From an optimization exercise on the open Yosys and OpenROAD flow, aimed at a short achievable clock period and few clock cycles; shortcuts taken in it are not production practice. At most, simulation tests tie the RTL to the original design; equivalence was not proved. No functional check of the RTL was part of runs 1 and 3. No activity file was given, so power comes from the tool's default toggle rates.

### run.sh
#!/bin/bash
# synth_recipe.tcl (not shown) runs the flow's synth.tcl, then flattens the netlist and writes it again
# the make line also repeats each setting of config.mk as NAME=value (left out here)
make -C /OpenROAD-flow-scripts/flow DESIGN_CONFIG=/design/flow/config.mk WORK_HOME=/design/flow/orfs CLKGATE_MAP_FILE= SYNTH_SCRIPT=/design/flow/synth_recipe.tcl finish
### design.v
`timescale 1ns / 1ps
module CPU(reset, clk, imem_addr, imem_data, dmem_addr, dmem_wdata, dmem_we, dmem_rdata);
    input reset, clk;
    output [31:0] imem_addr;
    input  [31:0] imem_data;
    output [31:0] dmem_addr, dmem_wdata;
    output dmem_we;
    input  [31:0] dmem_rdata;
    integer i;
    reg  [31:0] pc;
    reg  [15:0] btb_v;
    reg  [5:0]  btb_tag [0:15];
    reg  [29:0] btb_tgt [0:15];
    reg  [1:0]  btb_ctr [0:15];
    reg         d_v;
    reg  [31:0] d_ir;
    reg  [31:0] d_pc4;
    reg  [9:0]  d_pcl;       
    reg         d_pt;        
    reg  [29:0] d_ptgt;      
    reg         d_hit;
    reg  [1:0]  d_ctr;
    reg  [31:0] x_a, x_b, x_sd;
    reg         x_sa_d, x_sa_m, x_sa_w;    
    reg         x_sb_d, x_sb_m, x_sb_w;
    reg         x_ss_d, x_ss_m, x_ss_w;    
    reg  [4:0]  x_rd;
    reg         x_ld, x_lb, x_st;
    reg         x_sub, x_uns;
    reg  [3:0]  x_tt;
    reg         x_radd, x_rlog, x_rslt, x_rshl, x_rshr, x_sra;
    reg  [4:0]  x_sh;
    reg         x_beq, x_bne, x_blez, x_bgtz, x_bltz, x_bgez, x_jmp, x_jr;
    reg         x_pt, x_mpt, x_sk;
    reg  [31:0] x_tgt, x_pc4;
    reg         x_hit;
    reg  [1:0]  x_ctr;
    reg  [9:0]  x_pcl;
    reg  [31:0] m_res, m_sd;
    reg  [4:0]  m_rd;
    reg         m_ld, m_lb, m_st;
    reg  [31:0] w_res;
    reg  [4:0]  w_rd;
    reg  [31:0] rf [1:31];
    reg         u_en;
    reg  [3:0]  u_idx;
    reg  [5:0]  u_tag;
    reg  [29:0] u_tgt;
    reg  [1:0]  u_ctr;
    wire [31:0] pc4_f = {pc[31], pc[30:0] + 31'd4};
    wire [3:0]  f_idx = pc[5:2];
    wire [5:0]  f_tag = btb_tag[f_idx];
    wire [29:0] f_tgt = btb_tgt[f_idx];
    wire [1:0]  f_ctr = btb_ctr[f_idx];
    wire        f_hit = btb_v[f_idx] && (f_tag == pc[11:6]);
    wire        f_pt  = f_hit && f_ctr[1];
    assign imem_addr = pc;
    wire [5:0] op = d_ir[31:26];
    wire [5:0] fn = d_ir[5:0];
    wire [4:0] rs = d_ir[25:21];
    wire [4:0] rt = d_ir[20:16];
    wire [4:0] rdf = d_ir[15:11];
    wire [15:0] imm = d_ir[15:0];
    wire is_r    = (op == 6'h00);
    wire i_sll   = is_r && (fn == 6'h00);
    wire i_srl   = is_r && (fn == 6'h02);
    wire i_sra   = is_r && (fn == 6'h03);
    wire i_jr    = is_r && (fn == 6'h08);
    wire i_jalr  = is_r && (fn == 6'h09);
    wire i_subr  = is_r && (fn == 6'h22 || fn == 6'h23);
    wire i_andr  = is_r && (fn == 6'h24);
    wire i_orr   = is_r && (fn == 6'h25);
    wire i_xorr  = is_r && (fn == 6'h26);
    wire i_norr  = is_r && (fn == 6'h27);
    wire i_sltr  = is_r && (fn == 6'h2a);
    wire i_sltur = is_r && (fn == 6'h2b);
    wire i_j     = (op == 6'h02);
    wire i_jal   = (op == 6'h03);
    wire i_beq   = (op == 6'h04);
    wire i_bne   = (op == 6'h05);
    wire i_blez  = (op == 6'h06);
    wire i_bgtz  = (op == 6'h07);
    wire i_bltz  = (op == 6'h01) && (rt == 5'd0);
    wire i_bgez  = (op == 6'h01) && (rt == 5'd1);
    wire i_addi  = (op == 6'h08) || (op == 6'h09);
    wire i_slti  = (op == 6'h0a);
    wire i_sltiu = (op == 6'h0b);
    wire i_andi  = (op == 6'h0c);
    wire i_ori   = (op == 6'h0d);
    wire i_xori  = (op == 6'h0e);
    wire i_lui   = (op == 6'h0f);
    wire i_lw    = (op == 6'h23);
    wire i_lb    = (op == 6'h20);
    wire i_sw    = (op == 6'h2b);
    wire i_shift = i_sll || i_srl || i_sra;
    wire i_cbr   = i_beq || i_bne || i_blez || i_bgtz || i_bltz || i_bgez;
    wire i_link  = i_jal || i_jalr;
    wire i_ld    = i_lw || i_lb;
    wire i_immop = i_addi || i_slti || i_sltiu || i_andi || i_ori || i_xori || i_lui || i_ld || i_sw;
    wire use_rs = !(i_j || i_jal || i_lui || i_shift);
    wire use_rt = (is_r && !i_jr && !i_jalr) || i_beq || i_bne || i_sw;
    wire [4:0] dest = i_link ? 5'd31 :
                      (is_r && !i_jr) ? rdf :
                      (i_addi || i_slti || i_sltiu || i_andi || i_ori || i_xori || i_lui || i_ld) ? rt :
                      5'd0;
    wire [31:0] rs_val = (rs == 5'd0) ? 32'd0 : (rs == w_rd) ? w_res : rf[rs];
    wire [31:0] rt_val = (rt == 5'd0) ? 32'd0 : (rt == w_rd) ? w_res : rf[rt];
    wire stall = d_v && x_ld && (x_rd != 5'd0) &&
                 ((use_rs && (rs == x_rd)) || (use_rt && (rt == x_rd)));
    wire fa_m = (rs != 5'd0) && (rs == x_rd);
    wire fa_w = (rs != 5'd0) && (rs == m_rd) && !fa_m;
    wire fb_m = (rt != 5'd0) && (rt == x_rd);
    wire fb_w = (rt != 5'd0) && (rt == m_rd) && !fb_m;
    wire b_rt = !(i_immop || i_link);
    wire [31:0] imm_s = {{16{imm[15]}}, imm};
    wire [31:0] imm_v = i_lui ? {imm, 16'd0} :
                        (i_andi || i_ori || i_xori) ? {16'd0, imm} :
                        imm_s;
    wire [31:0] b_val = i_link ? d_pc4 : i_immop ? imm_v : rt_val;
    wire [31:0] br_tgt = d_pc4 + {imm_s[29:0], 2'b00};
    wire [31:0] j_tgt  = {d_pc4[31:28], d_ir[25:0], 2'b00};
    wire [31:0] tgt    = (i_j || i_jal) ? j_tgt : br_tgt;
    wire        mpt    = !(d_pt && ({d_ptgt, 2'b00} == tgt));
    wire [3:0] tt = (i_andr || i_andi) ? 4'b1000 :
                    (i_orr  || i_ori)  ? 4'b1110 :
                    (i_xorr || i_xori) ? 4'b0110 :
                    i_norr             ? 4'b0001 :
                                         4'b1010;    
    wire [31:0] ea = ({32{x_sa_d}} & x_a) | ({32{x_sa_m}} & m_res) | ({32{x_sa_w}} & w_res);
    wire [31:0] eb = ({32{x_sb_d}} & x_b) | ({32{x_sb_m}} & m_res) | ({32{x_sb_w}} & w_res);
    wire [31:0] es = ({32{x_ss_d}} & x_sd) | ({32{x_ss_m}} & m_res) | ({32{x_ss_w}} & w_res);
    wire [31:0] ebx = eb ^ {32{x_sub}};
    wire [33:0] sum34 = {1'b0, ea, 1'b1} + {1'b0, ebx, x_sub};
    wire [31:0] sum = sum34[32:1];
    wire        cout = sum34[33];
    wire        lt = x_uns ? !cout : ((ea[31] ^ eb[31]) ? ea[31] : sum[31]);
    wire [31:0] logic_r;
    genvar g;
    generate
        for (g = 0; g < 32; g = g + 1) begin : lu
            assign logic_r[g] = x_tt[{ea[g], eb[g]}];
        end
    endgenerate
    wire [31:0] shl = eb << x_sh;
    wire [31:0] shr = $signed({x_sra & eb[31], eb}) >>> x_sh;
    wire [31:0] res = ({32{x_radd}} & sum) | ({32{x_rlog}} & logic_r) |
                      ({32{x_rshl}} & shl) | ({32{x_rshr}} & shr) |
                      {31'd0, x_rslt & lt};
    wire a_neg  = ea[31];
    wire a_zero = (ea == 32'd0);
    wire eq     = (ea == eb);
    wire taken  = (x_beq && eq) || (x_bne && !eq) || (x_blez && (a_neg || a_zero)) ||
                  (x_bgtz && !a_neg && !a_zero) || (x_bltz && a_neg) || (x_bgez && !a_neg) || x_jmp;
    wire skip_ok  = x_sk && !d_pt;           
    wire redirect = x_jr || (taken ? (x_mpt && !skip_ok) : x_pt);
    wire kill_d   = redirect || (taken && skip_ok);
    wire [31:0] redirect_pc = x_jr ? ea : taken ? x_tgt : x_pc4;
    wire x_isbr = x_beq || x_bne || x_blez || x_bgtz || x_bltz || x_bgez;
    wire [7:0] ld_byte = (m_res[1:0] == 2'd0) ? dmem_rdata[7:0] :
                         (m_res[1:0] == 2'd1) ? dmem_rdata[15:8] :
                         (m_res[1:0] == 2'd2) ? dmem_rdata[23:16] :
                                                dmem_rdata[31:24];
    wire [31:0] ld_val = m_lb ? {24'd0, ld_byte} : dmem_rdata;
    assign dmem_addr  = m_res;
    assign dmem_wdata = m_sd;
    assign dmem_we    = m_st;
    always @(posedge clk or posedge reset)
        if (reset)
            pc <= 32'h00400000;
        else if (redirect)
            pc <= redirect_pc;
        else if (!stall)
            pc <= f_pt ? {f_tgt, 2'b00} : pc4_f;
    always @(posedge clk or posedge reset)
        if (reset) begin
            d_v  <= 1'b0;
            d_pt <= 1'b0;
        end else if (redirect) begin
            d_v  <= 1'b0;
            d_pt <= 1'b0;
        end else if (!stall) begin
            d_v  <= 1'b1;
            d_pt <= f_pt;
        end
    always @(posedge clk)
        if (!stall) begin
            d_ir   <= imem_data;
            d_pc4  <= pc4_f;
            d_pcl  <= pc[11:2];
            d_ptgt <= f_tgt;
            d_hit  <= f_hit;
            d_ctr  <= f_ctr;
        end
    wire go = d_v && !stall && !kill_d;
    always @(posedge clk or posedge reset)
        if (reset) begin
            x_rd <= 5'd0; x_ld <= 1'b0; x_st <= 1'b0;
            x_beq <= 1'b0; x_bne <= 1'b0; x_blez <= 1'b0; x_bgtz <= 1'b0;
            x_bltz <= 1'b0; x_bgez <= 1'b0; x_jmp <= 1'b0; x_jr <= 1'b0;
            x_pt <= 1'b0; x_sk <= 1'b0;
        end else begin
            x_rd   <= go ? dest : 5'd0;
            x_ld   <= go && i_ld;
            x_st   <= go && i_sw;
            x_beq  <= go && i_beq;
            x_bne  <= go && i_bne;
            x_blez <= go && i_blez;
            x_bgtz <= go && i_bgtz;
            x_bltz <= go && i_bltz;
            x_bgez <= go && i_bgez;
            x_jmp  <= go && (i_j || i_jal);
            x_jr   <= go && (i_jr || i_jalr);
            x_pt   <= go && d_pt;
            x_sk   <= go && i_cbr && (imm == 16'd1) && !d_pt;
        end
    always @(posedge clk) begin
        x_a    <= rs_val;
        x_b    <= b_val;
        x_sd   <= rt_val;
        x_sa_m <= fa_m;
        x_sa_w <= fa_w;
        x_sa_d <= !fa_m && !fa_w;
        x_sb_m <= b_rt && fb_m;
        x_sb_w <= b_rt && fb_w;
        x_sb_d <= !(b_rt && (fb_m || fb_w));
        x_ss_m <= fb_m;
        x_ss_w <= fb_w;
        x_ss_d <= !fb_m && !fb_w;
        x_lb   <= i_lb;
        x_sub  <= i_subr || i_sltr || i_sltur || i_slti || i_sltiu;
        x_uns  <= i_sltur || i_sltiu;
        x_tt   <= tt;
        x_radd <= !(i_andr || i_orr || i_xorr || i_norr || i_andi || i_ori || i_xori || i_lui || i_link ||
                    i_sltr || i_sltur || i_slti || i_sltiu || i_shift);
        x_rlog <= i_andr || i_orr || i_xorr || i_norr || i_andi || i_ori || i_xori || i_lui || i_link;
        x_rslt <= i_sltr || i_sltur || i_slti || i_sltiu;
        x_rshl <= i_sll;
        x_rshr <= i_srl || i_sra;
        x_sra  <= i_sra;
        x_sh   <= d_ir[10:6];
        x_mpt  <= mpt;
        x_tgt  <= tgt;
        x_pc4  <= d_pc4;
        x_hit  <= d_hit;
        x_ctr  <= d_ctr;
        x_pcl  <= d_pcl;
    end
    always @(posedge clk or posedge reset)
        if (reset) begin
            m_rd <= 5'd0; m_ld <= 1'b0; m_st <= 1'b0;
        end else begin
            m_rd <= x_rd;
            m_ld <= x_ld;
            m_st <= x_st;
        end
    always @(posedge clk) begin
        m_res <= res;
        m_sd  <= es;
        m_lb  <= x_lb;
    end
    always @(posedge clk or posedge reset)
        if (reset)
            w_rd <= 5'd0;
        else
            w_rd <= m_rd;
    always @(posedge clk)
        w_res <= m_ld ? ld_val : m_res;
    always @(posedge clk or posedge reset)
        if (reset) begin
            for (i = 1; i < 32; i = i + 1)
                rf[i] <= 32'd0;
        end else if (w_rd != 5'd0)
            rf[w_rd] <= w_res;
    always @(posedge clk or posedge reset)
        if (reset)
            u_en <= 1'b0;
        else
            u_en <= (x_isbr || x_jmp) && (x_hit || taken);
    always @(posedge clk) begin
        u_idx <= x_pcl[3:0];
        u_tag <= x_pcl[9:4];
        u_tgt <= x_tgt[31:2];
        u_ctr <= x_jmp ? 2'd3 :
                 !x_hit ? 2'd2 :
                 taken ? ((x_ctr == 2'd3) ? 2'd3 : x_ctr + 2'd1) :
                         ((x_ctr == 2'd0) ? 2'd0 : x_ctr - 2'd1);
    end
    always @(posedge clk or posedge reset)
        if (reset)
            btb_v <= 16'd0;
        else if (u_en)
            btb_v[u_idx] <= 1'b1;
    always @(posedge clk)
        if (u_en) begin
            btb_tag[u_idx] <= u_tag;
            btb_tgt[u_idx] <= u_tgt;
            btb_ctr[u_idx] <= u_ctr;
        end
endmodule
### constraint.sdc
create_clock -name core_clock -period 10.0 [get_ports {clk}]
set_input_delay 2.0000 -clock core_clock [delete_from_list [all_inputs] [get_ports {clk}]]
set_output_delay 2.0000 -clock core_clock [all_outputs]
set_load 0.01 [all_outputs]
### config.mk
export PLATFORM = sky130hd
export DESIGN_NAME = CPU
export DESIGN_NICKNAME = CPU
export VERILOG_FILES = /design/flow/design.v
export SDC_FILE = /design/flow/constraint.sdc
export NUM_CORES = 8
export LEC_CHECK = 0
export CAP_MARGIN = 30
export CORE_MARGIN = 2
export CORE_UTILIZATION = 40
export SETUP_SLACK_MARGIN = 5
export SLEW_MARGIN = 30
==> results of run 1 <==
==> power groups by stage <==
| stage | logic, mW | registers [mW] | clock network (mW) |
|---|---|---|---|
| 2_1_floorplan | 4.49 | 11.6 | 0 |
| 3_3_place_gp | 6.97 | 12.4 | 0 |
| 3_5_place_dp | 7.02 | 12.4 | 0 |
| 4_1_cts | 7.11 | 12.3 | 8.64 |
| 5_1_grt | 7.71 | 12.5 | 8.98 |
| 6_report | 7.34 | 12.3 | 8.60 |
==> layer usage <==
layer / GRT usage / vias up / part of all wire
met4: 0.198 / 10 / 0.075
met1: 0.439 / 41500 / 0.37
met2: 0.470 / 6859 / 0.41
li1: - / 32400 / -
met3: 0.132 / 1822 / 0.15
met5: 0.00244 / - / 0.00018
==> timing repair <==
action,in CTS,in global routing
hold buffers,0,0
endpoints found under the hold margin,0,0
gates resized for setup,10,17
pin swaps,7,3
buffers inserted,15,14
endpoints found under the setup margin,53,42
==> metrics by stage <==
| step | utilization | cells |
|---|---|---|
| after floorplan | - | 8425 |
| after global placement | 0.428 | 11500 |
| after detailed placement | 0.429 | 11500 |
| after CTS | 0.460 | 11900 |
| after global routing | 0.462 | 11900 |
| final | 0.462 | 11900 |
==> cells by family (layout without fill, tap and decap cells) <==
| logic type | count (synthesis) | after routing | share of synthesized area |
|---|---|---|---|
| XOR/XNOR | 222 | 222 | 0.0196 |
| adder cells (fa/ha/maj) | 69 | 69 | 0.00811 |
| AO/OA/AOI/OAI | 2205 | 2205 | 0.157 |
| other | 0 | 13 | 0 |
| buffers and inverters | 897 | 1070 | 0.0344 |
| multiplexers | 1325 | 1325 | 0.157 |
| AND/OR/NAND/NOR | 1580 | 1580 | 0.0746 |
| flip-flops | 2127 | 2127 | 0.548 |
==> worst max path at each step <==
stage / startpoint / endpoint / slack [ns] / cells past startpoint
final: d_ir[19] / x_b[9] / 4.83 / 11
after global placement: x_sa_w / x_blez / 3.98 / 15
after global routing: d_ir[19] / x_b[1] / 5.05 / 13
after detailed placement: x_sa_d / x_blez / 4.00 / 16
after CTS: d_ir[31] / pc[2] / 5.01 / 11
after floorplan: reset / btb_v[0] / -6.78 / 1
==> cells in the final DEF (no fill, tap or decap), types with 58 or more instances in the layout <==
master           count
buf_4              339
clkdlybuf4s50_1    162
nand4_1            168
edfxtp_1           715
xnor2_1            137
a222oi_1           163
o21ai_0            366
mux2_2            1042
nand2_1            438
dfrtp_1           1067
nor2_4              87
a221oi_1           252
inv_1              115
a22o_1             140
nor2_1             335
mux4_2              99
a211oi_1            58
nor3_1              61
dfxtp_1            329
xor2_1              82
a21oi_1            328
nand3_1            180
a22oi_1            643
mux2i_1            183
clkbuf_16          220
==> registers in the layout (all words and copies together), names as in the netlist, 16 cells and up <==
register,count
btb_ctr,32
btb_tag,96
btb_tgt,480
btb_v,16
d_ir,32
d_pc4,32
d_ptgt,30
m_res,32
m_sd,32
pc,32
rf,992
u_tgt,30
w_res,32
x_a,32
x_b,32
x_pc4,32
x_sd,32
x_tgt,32
==> cell type report <==
cell class,instances,area share
inverter,120,0.00399
timing repair buffer,541,0.0408
multi-input combinational,5401,0.374
clock buffer,301,0.0536
antenna,13,0.000283
clock inverter,108,0.0124
tap,3330,0.0362
sequential,2127,0.479
==> impl_metrics.env, run 1 <==
export IMPL_synth_edf_count=715
export IMPL_switching_share=0.353
export IMPL_io_pins=163
export IMPL_required_ns=10.71
export IMPL_drv_slew=0
export IMPL_seq_power_share=0.437
export IMPL_first_pass_iters=14
export IMPL_grt_total_usage=0.336
export IMPL_hpwlAfterDp_mm=273
export IMPL_layout_drive_gt1_share=0.241
export IMPL_synth_top_cell_by_area="dfrtp_1"
export IMPL_cp_data_arrival_time_ns=5.88
export IMPL_worstHoldStart="x_lb"
export IMPL_crit_slowest_cell="nor2_4"
export IMPL_irDropWorstVdd_mv=0.193
export IMPL_netlist_area_leader_share=0.267
export IMPL_seq_area_frac_synth=0.548
export IMPL_rsz0062_at_grt="no"
export IMPL_area_growth_pct=14.5
export IMPL_via_per_inst=6.91
export IMPL_clock_skew_ns=0.107
export IMPL_synth_cell_types=100
export IMPL_cp_end_kind="register"
export IMPL_power_leakage_nw=46.9
export IMPL_first_iter_violations=16900
export IMPL_grt_pass1_vias=78200
export IMPL_r2r_start="d_ir[19]"
export IMPL_ant_nets=0
export IMPL_maxCapViolCount=0
export IMPL_p_sw_mw=10.0
export IMPL_place_area_um2=107000
export IMPL_die_area_um2=255000
export IMPL_syn_mean_instance_area_um2=11.9
export IMPL_clock_latency_ns=0.95
export IMPL_power_internal_mw=18.3
export IMPL_cts_buffers=219
export IMPL_synth_area_um2=100000
export IMPL_wl_per_cell_um=37.3
export IMPL_startpoint_type="register"
export IMPL_syn_instance_count=8425
export IMPL_rows=183
export IMPL_grt_max_degree=176
export IMPL_slowest_delay_ns=1.00
export IMPL_drc=0
export IMPL_synth_flop_cell="dfrtp_1"
export IMPL_whs_path_depth=0
export IMPL_async_flop_share=0.504
export IMPL_grt_pass1_wl_mm=616
export IMPL_setup_viol=0
export IMPL_fp_dieW_um=505
export IMPL_pwr_share_comb=0.260
export IMPL_status="finished clean"
export IMPL_crit_chain="buf_4 -> nand2b_1 -> nor2_4 -> buf_4 -> a22o_1 -> a221oi_1 -> nand3_1 -> nor4_2 -> a221oi_1 -> a21oi_1 -> o21ai_0"
export IMPL_die_h_um=505
export IMPL_crit_family="simple AND/OR/NAND/NOR gates"
export IMPL_port_buffers=162
export IMPL_p_total_mw=28.3
export IMPL_yosysMostFrequentCell="dfrtp_1"
export IMPL_cts_root_buf="clkbuf_16"
export IMPL_worst_pin_slew_ns=1.17
export IMPL_r2r_slack_ns=4.83
export IMPL_regArea_um2=55100
export IMPL_wl_mm=445
export IMPL_yosysWarnings=2
export IMPL_post_route_min_period_ns=5.17
export IMPL_fin_hold_ws_ns=0.324
export IMPL_multiInputGateArea_um2=43000
export IMPL_timing_rr_end="x_b[9]"
export IMPL_start_util=0.403
export IMPL_min_path_type="reg2reg"
export IMPL_synthTopCellsByCount="1071 x dfrtp_1, 1042 x mux2_2, 715 x edfxtp_1"
export IMPL_min_to="m_lb"
export IMPL_gp_congestion=1.01
export IMPL_num_vias=82600
export IMPL_clock_sinks=2127
export IMPL_cp_max_fo=20
export IMPL_nets=8522
export IMPL_relSlewSlack=0.215
export IMPL_grt_overflow_total=0
export IMPL_ys_top_cells_by_area="dfrtp_1 27%, edfxtp_1 21%, mux2_2 12%"
export IMPL_hold_violations=0
export IMPL_p_per_area_nw_per_um2=246
export IMPL_fin_crit_sh=0.517
export IMPL_ys_ff_latch=2127
export IMPL_core_area_um2=249000
export IMPL_p_clk_frac=0.304
export IMPL_antenna_found_initial=31
export IMPL_htree_levels=4
export IMPL_design_area_um2=115000
export IMPL_clkTransAtPathRegs_ns=0.06
export IMPL_cts_tree="done"
export IMPL_fmaxAchievable_mhz=193
export IMPL_path_class="reg2reg"
export IMPL_num_fill_cells=22600
export IMPL_ff2ff_path_depth=11
export IMPL_post_place_ws_ns=4.00
export IMPL_crit_buf_inv=2
export IMPL_finalWorstSetupSlack_ns=4.83
export IMPL_synth_fp_nets=8537
export IMPL_clockBufferDepth=3
export IMPL_tns_ns=0
==> run 2, diff against run 1 <==
--- a/design.v
+++ b/design.v
@@ -142,7 +142,7 @@
         end
     endgenerate
     wire [31:0] shl = eb << x_sh;
-    wire [31:0] shr = $signed({x_sra & eb[31], eb}) >>> x_sh;
+    wire [31:0] shr = (eb >> x_sh) | ({32{x_sra & eb[31]}} & ~(32'hffffffff >> x_sh));
     wire [31:0] res = ({32{x_radd}} & sum) | ({32{x_rlog}} & logic_r) |
                       ({32{x_rshl}} & shl) | ({32{x_rshr}} & shr) |
                       {31'd0, x_rslt & lt};
==> run 2 against run 1 <==
- still clean on timing, DRC and antenna
- core utilization decreased by 0.12 points
- cell area rose by 0.75%
- synthesized cell count is 1.6% higher
- area after synthesis is 0.82% higher
- critical path depth is 1 lower
- final cell count is 1.2% higher
- clock skew increased by 0.0019 ns
- combinational power about the same
- global-route usage up 0.63 points
- total power is 0.90% higher
- via count increased by 1.8%
- non-clock buffer count unchanged
- critical endpoint is now x_b[10]
- largest power group unchanged
==> impl_metrics.env, run 2 <==
export IMPL_finalWorstSetupSlack_ns=4.53
export IMPL_synth_cell_types=102
export IMPL_gp_congestion=0.979
export IMPL_start_util=0.403
export IMPL_synth_edf_count=715
export IMPL_mostFrequentLayoutCells="1067 x dfrtp_1, 1058 x mux2_2, 715 x edfxtp_1"
export IMPL_num_vias=84000
export IMPL_post_route_min_period_ns=5.47
export IMPL_via_per_inst=6.95
export IMPL_ys_ff_latch=2127
export IMPL_async_flop_share=0.504
export IMPL_num_fill_cells=22700
export IMPL_clock_skew_ns=0.109
export IMPL_irDropWorstVdd_mv=0.242
export IMPL_drv_slew=0
export IMPL_fp_dieW_um=507
export IMPL_wl_mm=456
export IMPL_synth_area_um2=101000
export IMPL_netlist_area_leader_share=0.265
export IMPL_clock_sinks=2127
export IMPL_fin_cells=12100
export IMPL_synth_fp_nets=8672
export IMPL_io_pins=163
export IMPL_synth_flop_cell="dfrtp_1"
export IMPL_largest_registers="rf: 992 flops, btb_tgt: 480 flops, btb_tag: 96 flops"
export IMPL_largest_reg_flops=992
export IMPL_die_area_um2=257000
export IMPL_path_class="reg2reg"
export IMPL_hold_violations=0
export IMPL_area_growth_pct=14.5
export IMPL_layout_commonest_cell="dfrtp_1"
export IMPL_clkTransAtPathRegs_ns=0.06
export IMPL_layout_drive_gt1_share=0.241
export IMPL_crit_path_start="d_ir[16]"
export IMPL_dp_cells=11600
export IMPL_yosysMostFrequentCell="dfrtp_1"
export IMPL_drc=0
export IMPL_cts_buffers=219
export IMPL_crit_chain="buf_4 -> nand2_1 -> nor2_4 -> buf_4 -> a221oi_1 -> nand4_1 -> nor3_1 -> a221oi_1 -> a21oi_1 -> o21ai_0"
export IMPL_fin_crit_sh=0.547
export IMPL_post_place_ws_ns=4.76
export IMPL_fmaxAchievable_mhz=183
export IMPL_post_route_util=0.461
export IMPL_worstHoldStart="x_pcl[4]"
export IMPL_hpwlAfterDp_mm=276
export IMPL_cts_root_buf="clkbuf_16"
export IMPL_startpoint_type="register"
export IMPL_setup_viol=0
export IMPL_grt_total_usage=0.343
export IMPL_rows=184
export IMPL_p_per_area_nw_per_um2=246
export IMPL_status="finished clean"
export IMPL_yosysWarnings=2
export IMPL_slowest_delay_ns=1.04
export IMPL_htree_levels=4
export IMPL_grt_overflow_total=0
export IMPL_wl_per_cell_um=37.7
export IMPL_cp_max_fo=44
export IMPL_port_buffers=162
export IMPL_maxCapViolCount=0
export IMPL_cp_end_kind="register"
export IMPL_antenna_found_initial=27
export IMPL_regMostFlops="rf"
export IMPL_clock_latency_ns=0.93
export IMPL_r2r_start="d_ir[16]"
export IMPL_nets=8635
export IMPL_grt_max_degree=152
export IMPL_place_area_um2=108000
export IMPL_die_h_um=507
export IMPL_crit_slowest_cell="nor2_4"
export IMPL_power_leakage_nw=47.3
export IMPL_synthTopCellsByCount="1071 x dfrtp_1, 1058 x mux2_2, 715 x edfxtp_1"
export IMPL_relSlewSlack=0.171
export IMPL_grt_pass1_vias=79600
export IMPL_core_area_um2=252000
export IMPL_worst_pin_slew_ns=1.23
export IMPL_grt_pass1_wl_mm=628
export IMPL_first_pass_iters=14
export IMPL_seq_area_frac_synth=0.544
export IMPL_first_iter_violations=16800
export IMPL_syn_instance_count=8560
export IMPL_cts_tree="done"
export IMPL_required_ns=10.68
export IMPL_ys_top_cells_by_area="dfrtp_1 26%, edfxtp_1 21%, mux2_2 12%"
export IMPL_clockBufferDepth=3
export IMPL_synth_top_cell_by_area="dfrtp_1"
export IMPL_cp_data_arrival_time_ns=6.15
export IMPL_syn_mean_instance_area_um2=11.8
export IMPL_rsz0062_at_grt="yes"
export IMPL_design_area_um2=116000
export IMPL_min_path_type="reg2reg"
export IMPL_ant_nets=0
export IMPL_p_total_mw=28.5
[run 2: changes by cell type in the layout (fill, tap and decap cells not counted), moves of 10 or more]
cell      before   now
mux2_2      1042  1058
a221oi_1     252   229
nor4_1        32    53
o21ai_0      366   341
nand2b_1      25    41
a21oi_1      328   366
o22ai_1       12    22
nand4_1      168   157
a22o_1       140   120
o221ai_1       5    17
a22oi_1      643   690
[run 2: cell families (layout without fill, tap and decap cells)]
| group | after synthesis | count (layout) | share of synthesized area |
|---|---|---|---|
| xor+xnor | 213 | 213 | 0.0186 |
| buf+inv | 921 | 1079 | 0.0351 |
| other cells | 0 | 19 | 0 |
| fa+ha+maj | 68 | 68 | 0.00796 |
| mux | 1337 | 1337 | 0.157 |
| simple gates | 1614 | 1614 | 0.0757 |
| compound gates | 2280 | 2280 | 0.161 |
| flops | 2127 | 2127 | 0.544 |
[run 2: path summary, 6_finish.rpt]
kind,slack [ns],cells after the start,to
min,0.32,0,u_tag[0]
max,4.53,10,x_b[10]
min reg2reg,0.32,0,u_tag[0]
min in group asynchronous,1.54,3,rf[15][21]
max reg2reg,4.53,10,x_b[10]
max in group asynchronous,6.57,4,pc[3]
[run 2: per-stage QoR]
| stage | TNS (ns) | hold slack (ns) |
|---|---|---|
| after global routing | 0 | 0.332 |
| after CTS | 0 | 0.326 |
| after detailed placement | 0 | 0.312 |
| after global placement | 0 | 0.310 |
| final | 0 | 0.324 |
| after floorplan | -7268.76 | 0.310 |
[run 2: layout make-up]
type	instances	area [µm²]	share of cell area
flip-flops and latches	2127	55100	0.476
repair buffers	541	4790	0.0413
clock buffers	301	6130	0.0529
multi-input cells	5512	43700	0.377
well taps	3348	4190	0.0361
diodes	19	47.5	0.000410
clock inverters	115	1460	0.0126
inverters	122	470	0.00406
[run 2: routing by layer]
layer	part of all wire	wire length [µm]	track usage	vias to the layer above
li1	-	-	-	32900
met1	0.38	174000	0.450	42300
met2	0.41	187000	0.484	7016
met3	0.14	64200	0.133	1786
met4	0.067	30700	0.187	10
met5	0.00023	105	0	-
[run 2: repair_timing]
action	in CTS	in global routing
hold buffers	0	0
gates resized for setup	4	15
buffers inserted	5	16
setup endpoints to repair	11	42
pin swaps	2	5
[run 2: power breakdown]
part           switching, mW  internal [mW]  leakage [nW]
Clock                   3.80           4.82          3.67
Sequential              1.90           10.7          24.1
Combinational           4.57           2.79          19.5
[run 2: worst max-delay path, delay by kind of cell, from the launching register on]
kind                   cells  cell delay [ns]
buffers and inverters      2             1.12
AO/OA/AOI/OAI              4             1.84
flip-flops                 1             0.32
AND/OR/NAND/NOR            4             1.90
Testbench counts of run 2, summed over its fixed seeds: cycles 367,798.
==> run 3, diff against run 2 <==
--- a/design.v
+++ b/design.v
@@ -33,12 +33,23 @@
     reg         x_beq, x_bne, x_blez, x_bgtz, x_bltz, x_bgez, x_jmp, x_jr;
     reg         x_pt, x_mpt, x_sk;
     reg  [31:0] x_tgt, x_pc4;
+    reg         x_late;                    
+    reg         x_lbeq, x_lbne, x_lblez, x_lbgtz, x_lbltz, x_lbgez;
+    reg         x_lpt, x_lsk;
+    reg         x_la, x_lbo;               
+    reg         x_ptr;                     
     reg         x_hit;
     reg  [1:0]  x_ctr;
     reg  [9:0]  x_pcl;
     reg  [31:0] m_res, m_sd;
     reg  [4:0]  m_rd;
     reg         m_ld, m_lb, m_st;
+    reg         m_late;
+    reg         m_beq, m_bne, m_blez, m_bgtz, m_bltz, m_bgez;
+    reg         m_pt, m_sk, m_mpt, m_la, m_lbo, m_hit;
+    reg  [1:0]  m_ctr;
+    reg  [9:0]  m_pcl;
+    reg  [31:0] m_a, m_b, m_tgt, m_pc4;
     reg  [31:0] w_res;
     reg  [4:0]  w_rd;
     reg  [31:0] rf [1:31];
@@ -105,8 +116,11 @@
                       5'd0;
     wire [31:0] rs_val = (rs == 5'd0) ? 32'd0 : (rs == w_rd) ? w_res : rf[rs];
     wire [31:0] rt_val = (rt == 5'd0) ? 32'd0 : (rt == w_rd) ? w_res : rf[rt];
-    wire stall = d_v && x_ld && (x_rd != 5'd0) &&
-                 ((use_rs && (rs == x_rd)) || (use_rt && (rt == x_rd)));
+    wire dep_rs = use_rs && (rs == x_rd);
+    wire dep_rt = use_rt && (rt == x_rd);
+    wire ld_dep = d_v && x_ld && (x_rd != 5'd0) && (dep_rs || dep_rt);
+    wire stall  = ld_dep && !i_cbr;
+    wire late   = ld_dep && i_cbr;
     wire fa_m = (rs != 5'd0) && (rs == x_rd);
     wire fa_w = (rs != 5'd0) && (rs == m_rd) && !fa_m;
     wire fb_m = (rt != 5'd0) && (rt == x_rd);
@@ -142,7 +156,7 @@
         end
     endgenerate
     wire [31:0] shl = eb << x_sh;
-    wire [31:0] shr = (eb >> x_sh) | ({32{x_sra & eb[31]}} & ~(32'hffffffff >> x_sh));
+    wire [31:0] shr = $signed({x_sra & eb[31], eb}) >>> x_sh;
     wire [31:0] res = ({32{x_radd}} & sum) | ({32{x_rlog}} & logic_r) |
                       ({32{x_rshl}} & shl) | ({32{x_rshr}} & shr) |
                       {31'd0, x_rslt & lt};
@@ -152,9 +166,22 @@
     wire taken  = (x_beq && eq) || (x_bne && !eq) || (x_blez && (a_neg || a_zero)) ||
                   (x_bgtz && !a_neg && !a_zero) || (x_bltz && a_neg) || (x_bgez && !a_neg) || x_jmp;
     wire skip_ok  = x_sk && !d_pt;           
-    wire redirect = x_jr || (taken ? (x_mpt && !skip_ok) : x_pt);
-    wire kill_d   = redirect || (taken && skip_ok);
-    wire [31:0] redirect_pc = x_jr ? ea : taken ? x_tgt : x_pc4;
+    wire redir_x  = x_jr || (taken ? (x_mpt && !skip_ok) : x_pt);
+    wire [31:0] rpc_x = x_jr ? ea : taken ? x_tgt : x_pc4;
+    wire [31:0] ma = m_la ? w_res : m_a;
+    wire [31:0] mb = m_lbo ? w_res : m_b;
+    wire ma_neg  = ma[31];
+    wire ma_zero = (ma == 32'd0);
+    wire m_eq    = (ma == mb);
+    wire taken_m = (m_beq && m_eq) || (m_bne && !m_eq) || (m_blez && (ma_neg || ma_zero)) ||
+                   (m_bgtz && !ma_neg && !ma_zero) || (m_bltz && ma_neg) || (m_bgez && !ma_neg);
+    wire skip_m  = m_sk && !x_ptr;
+    wire redir_m = taken_m ? (m_mpt && !skip_m) : m_pt;
+    wire kill_x  = redir_m || (taken_m && skip_m);    
+    wire [31:0] rpc_m = taken_m ? m_tgt : m_pc4;
+    wire redirect = redir_m || (redir_x && !kill_x);
+    wire kill_d   = redirect || (taken && skip_ok && !kill_x);
+    wire [31:0] redirect_pc = redir_m ? rpc_m : rpc_x;
     wire x_isbr = x_beq || x_bne || x_blez || x_bgtz || x_bltz || x_bgez;
     wire [7:0] ld_byte = (m_res[1:0] == 2'd0) ? dmem_rdata[7:0] :
                          (m_res[1:0] == 2'd1) ? dmem_rdata[15:8] :
@@ -197,21 +224,31 @@
             x_rd <= 5'd0; x_ld <= 1'b0; x_st <= 1'b0;
             x_beq <= 1'b0; x_bne <= 1'b0; x_blez <= 1'b0; x_bgtz <= 1'b0;
             x_bltz <= 1'b0; x_bgez <= 1'b0; x_jmp <= 1'b0; x_jr <= 1'b0;
-            x_pt <= 1'b0; x_sk <= 1'b0;
+            x_pt <= 1'b0; x_sk <= 1'b0; x_ptr <= 1'b0; x_late <= 1'b0;
+            x_lbeq <= 1'b0; x_lbne <= 1'b0; x_lblez <= 1'b0; x_lbgtz <= 1'b0;
+            x_lbltz <= 1'b0; x_lbgez <= 1'b0;
         end else begin
             x_rd   <= go ? dest : 5'd0;
             x_ld   <= go && i_ld;
             x_st   <= go && i_sw;
-            x_beq  <= go && i_beq;
-            x_bne  <= go && i_bne;
-            x_blez <= go && i_blez;
-            x_bgtz <= go && i_bgtz;
-            x_bltz <= go && i_bltz;
-            x_bgez <= go && i_bgez;
+            x_beq  <= go && !late && i_beq;
+            x_bne  <= go && !late && i_bne;
+            x_blez <= go && !late && i_blez;
+            x_bgtz <= go && !late && i_bgtz;
+            x_bltz <= go && !late && i_bltz;
+            x_bgez <= go && !late && i_bgez;
             x_jmp  <= go && (i_j || i_jal);
             x_jr   <= go && (i_jr || i_jalr);
-            x_pt   <= go && d_pt;
-            x_sk   <= go && i_cbr && (imm == 16'd1) && !d_pt;
+            x_pt   <= go && !late && d_pt;
+            x_sk   <= go && !late && i_cbr && (imm == 16'd1) && !d_pt;
+            x_ptr  <= go && d_pt;
+            x_late  <= go && late;
+            x_lbeq  <= go && late && i_beq;
+            x_lbne  <= go && late && i_bne;
+            x_lblez <= go && late && i_blez;
+            x_lbgtz <= go && late && i_bgtz;
+            x_lbltz <= go && late && i_bltz;
+            x_lbgez <= go && late && i_bgez;
         end
     always @(posedge clk) begin
         x_a    <= rs_val;
@@ -244,19 +281,44 @@
         x_hit  <= d_hit;
         x_ctr  <= d_ctr;
         x_pcl  <= d_pcl;
+        x_lpt  <= d_pt;
+        x_lsk  <= (imm == 16'd1) && !d_pt;
+        x_la   <= dep_rs;
+        x_lbo  <= dep_rt;
     end
     always @(posedge clk or posedge reset)
         if (reset) begin
             m_rd <= 5'd0; m_ld <= 1'b0; m_st <= 1'b0;
+            m_beq <= 1'b0; m_bne <= 1'b0; m_blez <= 1'b0; m_bgtz <= 1'b0;
+            m_bltz <= 1'b0; m_bgez <= 1'b0; m_pt <= 1'b0; m_sk <= 1'b0; m_late <= 1'b0;
         end else begin
-            m_rd <= x_rd;
-            m_ld <= x_ld;
-            m_st <= x_st;
+            m_rd   <= kill_x ? 5'd0 : x_rd;
+            m_ld   <= !kill_x && x_ld;
+            m_st   <= !kill_x && x_st;
+            m_late <= !kill_x && x_late;
+            m_beq  <= !kill_x && x_lbeq;
+            m_bne  <= !kill_x && x_lbne;
+            m_blez <= !kill_x && x_lblez;
+            m_bgtz <= !kill_x && x_lbgtz;
+            m_bltz <= !kill_x && x_lbltz;
+            m_bgez <= !kill_x && x_lbgez;
+            m_pt   <= !kill_x && x_late && x_lpt;
+            m_sk   <= !kill_x && x_late && x_lsk;
         end
     always @(posedge clk) begin
         m_res <= res;
         m_sd  <= es;
         m_lb  <= x_lb;
+        m_a   <= ea;
+        m_b   <= eb;
+        m_la  <= x_la;
+        m_lbo <= x_lbo;
+        m_mpt <= x_mpt;
+        m_tgt <= x_tgt;
+        m_pc4 <= x_pc4;
+        m_hit <= x_hit;
+        m_ctr <= x_ctr;
+        m_pcl <= x_pcl;
     end
     always @(posedge clk or posedge reset)
         if (reset)
@@ -275,12 +337,15 @@
         if (reset)
             u_en <= 1'b0;
         else
-            u_en <= (x_isbr || x_jmp) && (x_hit || taken);
+            u_en <= m_late ? (m_hit || taken_m) : (!kill_x && (x_isbr || x_jmp) && (x_hit || taken));
     always @(posedge clk) begin
-        u_idx <= x_pcl[3:0];
-        u_tag <= x_pcl[9:4];
-        u_tgt <= x_tgt[31:2];
-        u_ctr <= x_jmp ? 2'd3 :
+        u_idx <= m_late ? m_pcl[3:0] : x_pcl[3:0];
+        u_tag <= m_late ? m_pcl[9:4] : x_pcl[9:4];
+        u_tgt <= m_late ? m_tgt[31:2] : x_tgt[31:2];
+        u_ctr <= m_late ? (!m_hit ? 2'd2 :
+                           taken_m ? ((m_ctr == 2'd3) ? 2'd3 : m_ctr + 2'd1) :
+                                     ((m_ctr == 2'd0) ? 2'd0 : m_ctr - 2'd1)) :
+                 x_jmp ? 2'd3 :
                  !x_hit ? 2'd2 :
                  taken ? ((x_ctr == 2'd3) ? 2'd3 : x_ctr + 2'd1) :
                          ((x_ctr == 2'd0) ? 2'd0 : x_ctr - 2'd1);
==> flow/run.sh (new file) <==
#!/bin/bash
# Standard ORFS layout (the standard.sh) with a larger setup slack margin, so that
# repair_timing keeps improving paths beyond the slack the design's clock period leaves.
set -euo pipefail
MARGIN=$(cat flow/margin.txt)
bash standard.sh SETUP_SLACK_MARGIN=$MARGIN finish > standard_flow.log 2>&1
==> flow/margin.txt (new file) <==
6.5
==> standard.sh (new file) <==
#!/bin/bash
# synth_recipe.tcl (not shown) runs the flow's synth.tcl, then flattens the netlist and writes it again
# the make line also repeats each setting of config.mk as NAME=value (left out here)
make -C /OpenROAD-flow-scripts/flow DESIGN_CONFIG=/design/flow/config.mk WORK_HOME=/design/flow/orfs CLKGATE_MAP_FILE= SYNTH_SCRIPT=/design/flow/synth_recipe.tcl "${@:-finish}"
--- a/config.mk
+++ b/config.mk
@@ -8,5 +8,4 @@
 export CAP_MARGIN = 30
 export CORE_MARGIN = 2
 export CORE_UTILIZATION = 40
-export SETUP_SLACK_MARGIN = 5
 export SLEW_MARGIN = 30
removed: run.sh
==> run 3 against run 2 <==
- global-route usage increased by 2.7 points
- fmax grew 19%
- critical endpoint is now x_ld
- sequential power increased by 6%
- first-iteration DRC count is 14% higher
- die area rose by 4.7%
- still clean
- core utilization rose by 3.1 points
- synthesized cell count increased by 13%
- count of clock-buffer cells in the layout up 44
==> impl_metrics.env, run 3 <==
export IMPL_largest_reg_flops=992
export IMPL_clock_skew_ns=0.0823
export IMPL_ff2ff_path_depth=18
export IMPL_worstHoldStart="x_pc4[27]"
export IMPL_r2r_start="x_sb_w"
export IMPL_syn_instance_count=9695
export IMPL_maxCapViolCount=0
export IMPL_whs_path_depth=0
export IMPL_gp_congestion=0.998
export IMPL_p_per_area_nw_per_um2=259
export IMPL_drc=0
export IMPL_clkTransAtPathRegs_ns=0.06
export IMPL_start_util=0.401
export IMPL_fin_hold_ws_ns=0.311
export IMPL_setup_viol=0
export IMPL_rows=189
export IMPL_synth_flop_cell="dfrtp_1"
export IMPL_htree_levels=4
export IMPL_grt_pass1_wl_mm=710
export IMPL_ant_nets=0
export IMPL_relSlewSlack=0.213
export IMPL_antenna_found_initial=40
export IMPL_seq_area_frac_synth=0.552
export IMPL_grt_total_usage=0.370
export IMPL_clock_sinks=2292
export IMPL_mostFrequentLayoutCells="1061 x dfrtp_1, 961 x nand2_1, 761 x o21ai_0"
export IMPL_rsz0062_at_grt="yes"
export IMPL_synth_fp_nets=9812
export IMPL_startpoint_type="register"
export IMPL_area_growth_pct=22.5
export IMPL_io_pins=163
export IMPL_async_flop_share=0.475
export IMPL_yosysWarnings=2
export IMPL_grt_max_degree=169
export IMPL_required_ns=10.86
export IMPL_min_path_type="reg2reg"
export IMPL_clock_latency_ns=0.98
export IMPL_via_per_inst=6.91
export IMPL_grt_overflow_total=0
export IMPL_grt_pass1_vias=89900
export IMPL_ys_ff_latch=2292
export IMPL_postCtsHoldBufs=0
export IMPL_nets=10200
export IMPL_cts_root_buf="clkbuf_16"
export IMPL_power_leakage_nw=52.4
export IMPL_syn_mean_instance_area_um2=10.9
export IMPL_synth_top_cell_by_area="dfrtp_1"
export IMPL_synthTopCellsByCount="1088 x dfrtp_1, 989 x nand2_1, 805 x o21ai_0"
export IMPL_fp_dieW_um=519
export IMPL_cp_end_kind="register"
export IMPL_port_buffers=162
export IMPL_synth_cell_types=89
export IMPL_wl_mm=521
export IMPL_die_h_um=519
export IMPL_synth_area_um2=106000
export IMPL_wl_per_cell_um=37.6
export IMPL_core_area_um2=264000
export IMPL_cp_data_arrival_time_ns=5.45
export IMPL_irDropWorstVdd_mv=0.248
export IMPL_post_route_min_period_ns=4.59
export IMPL_hpwlAfterDp_mm=301
export IMPL_largest_registers="rf: 992 flops, btb_tgt: 480 flops, btb_tag: 96 flops"
export IMPL_drv_slew=0
export IMPL_yosysMostFrequentCell="dfrtp_1"
export IMPL_num_vias=95600
export IMPL_first_iter_violations=19200
export IMPL_min_to="m_pc4[27]"
export IMPL_fin_crit_sh=0.459
export IMPL_fmaxAchievable_mhz=218
export IMPL_first_pass_iters=17
export IMPL_path_class="reg2reg"
export IMPL_regMostFlops="rf"
export IMPL_cp_max_fo=6
export IMPL_worst_pin_slew_ns=1.18
export IMPL_netlist_area_leader_share=0.257
export IMPL_r2r_slack_ns=5.41
export IMPL_layout_commonest_cell="dfrtp_1"
export IMPL_synth_edf_count=715
export IMPL_cts_tree="done"
export IMPL_status="finished clean"
export IMPL_layout_drive_gt1_share=0.263
export IMPL_hold_violations=0
export IMPL_cts_buffers=243
export IMPL_ys_top_cells_by_area="dfrtp_1 26%, edfxtp_1 20%, dfxtp_1 9.2%"
export IMPL_p_total_mw=33.7
export IMPL_timing_rr_end="x_ld"
export IMPL_die_area_um2=269000
export IMPL_clockBufferDepth=4
-- run 3: what timing repair did --
item | CTS | global route
buffers inserted | 358 | 81
gates cloned | 56 | 9
pin swaps | 166 | 89
setup endpoints to repair | 1240 | 661
resized for setup | 1193 | 264
-- run 3: worst max path at each step --
stage | from | end | slack [ns]
finish | x_sb_w | x_ld | 5.41
global route | x_sb_w | pc[2] | 5.42
CTS | x_sb_m | m_res[0] | 5.67
detailed placement | w_res[21] | x_ld | 4.06
global placement | m_la | x_ld | 4.07
floorplan | reset | btb_v[0] | -7.02
-- run 3: where the power goes --
part	switching (mW)	internal, mW	total (mW)
clock	4.05	5.54	9.59
sequential	1.79	11.5	13.3
combinational	6.73	4.01	10.7
total	12.6	21.1	33.7
-- run 3: cell families (layout without fill, tap and decap cells) --
group / Yosys count / count (layout) / share of synthesized area
other: 0 / 23 / 0
adder cells (fa/ha/maj): 69 / 69 / 0.00779
multiplexers: 917 / 917 / 0.105
AO/OA/AOI/OAI: 2802 / 2802 / 0.180
buffers and inverters: 1096 / 1685 / 0.0393
AND/OR/NAND/NOR: 2271 / 2272 / 0.0962
XOR/XNOR: 248 / 248 / 0.0205
flip-flops: 2292 / 2292 / 0.552
-- run 3: routing by layer --
layer	vias to the layer above	track usage	part of all wire
li1	37200	-	-
met1	47100	0.467	0.36
met2	8643	0.512	0.40
met3	2610	0.155	0.15
met4	48	0.250	0.090
met5	-	0.0123	0.0019
-- run 3: layout make-up --
| class | count | area [µm²] |
|---|---|---|
| Fill cell | 23700 | 134000 |
| Sequential cell | 2292 | 58700 |
| Multi-Input combinational cell | 6308 | 47000 |
| Timing Repair Buffer | 991 | 10200 |
| Clock buffer | 345 | 7130 |
| Tap cell | 3533 | 4420 |
| Clock inverter | 108 | 1300 |
| Inverter | 216 | 951 |
| Timing Repair inverter | 25 | 135 |
| Antenna cell | 23 | 57.6 |
-- run 3: worst max-delay path, stage by stage, from the launching register on --
cell and delay (ns):
dfxtp_4 0.36, buf_12 0.14, buf_8 0.14, a222oi_1 0.68, buf_4 0.27, xor2_4 0.07, nor4_2 0.22, nand4_1 0.19
nor3_4 0.36, mux2i_1 0.23, nand4b_1 0.24, buf_12 0.22, mux2_4 0.31, nor2_4 0.09, a32o_2 0.21, buf_12 0.15
nand3_4 0.11, or3_4 0.38, nor3_2 0.12
-- run 3: metrics by stage --
| stage | cells | instance area [µm²] | util | setup WS [ns] | setup TNS, ns |
|---|---|---|---|---|---|
| 2_1_floorplan | 9695 | 106000 | - | -7.02 | -7642.98 |
| 3_3_place_gp | 12900 | 112000 | 0.425 | 4.07 | 0 |
| 3_5_place_dp | 12900 | 112000 | 0.425 | 4.06 | 0 |
| 4_1_cts | 13700 | 128000 | 0.483 | 5.67 | 0 |
| 5_1_grt | 13800 | 130000 | 0.491 | 5.42 | 0 |
| 6_report | 13800 | 130000 | 0.491 | 5.41 | 0 |

[what the ideal ports hide]
The results above use ideal ports. As a check the final layouts listed here were re-extracted and re-timed, cells and wires unchanged.
Step 1 sets driving cells, clkbuf_16 on the clock port and buf_2 on the other inputs (assumed; they add their load-dependent delay and slew).
Step 2 adds t to the input delays and takes it off the output delays; t is the mean of the earliest and latest rising clock arrival at the registers after step 1. Input paths then give back, and output paths get back, about the clock's delay inside the block.
Slacks: ideal / step 1 / step 2; pairs: ideal / step 1.
| run | t (ns) | setup WS [ns] | cell pins on the clock port's net |
|---|---|---|---|
| run 1 | 0.972 | 4.829 / 4.829 / 4.829 | 1 |
| run 2 | 0.990 | 4.530 / 4.530 / 4.530 | 1 |
| run 3 | 1.055 | 5.407 / 5.407 / 5.407 | 1 |
After both steps setup and hold are still met in every run listed.
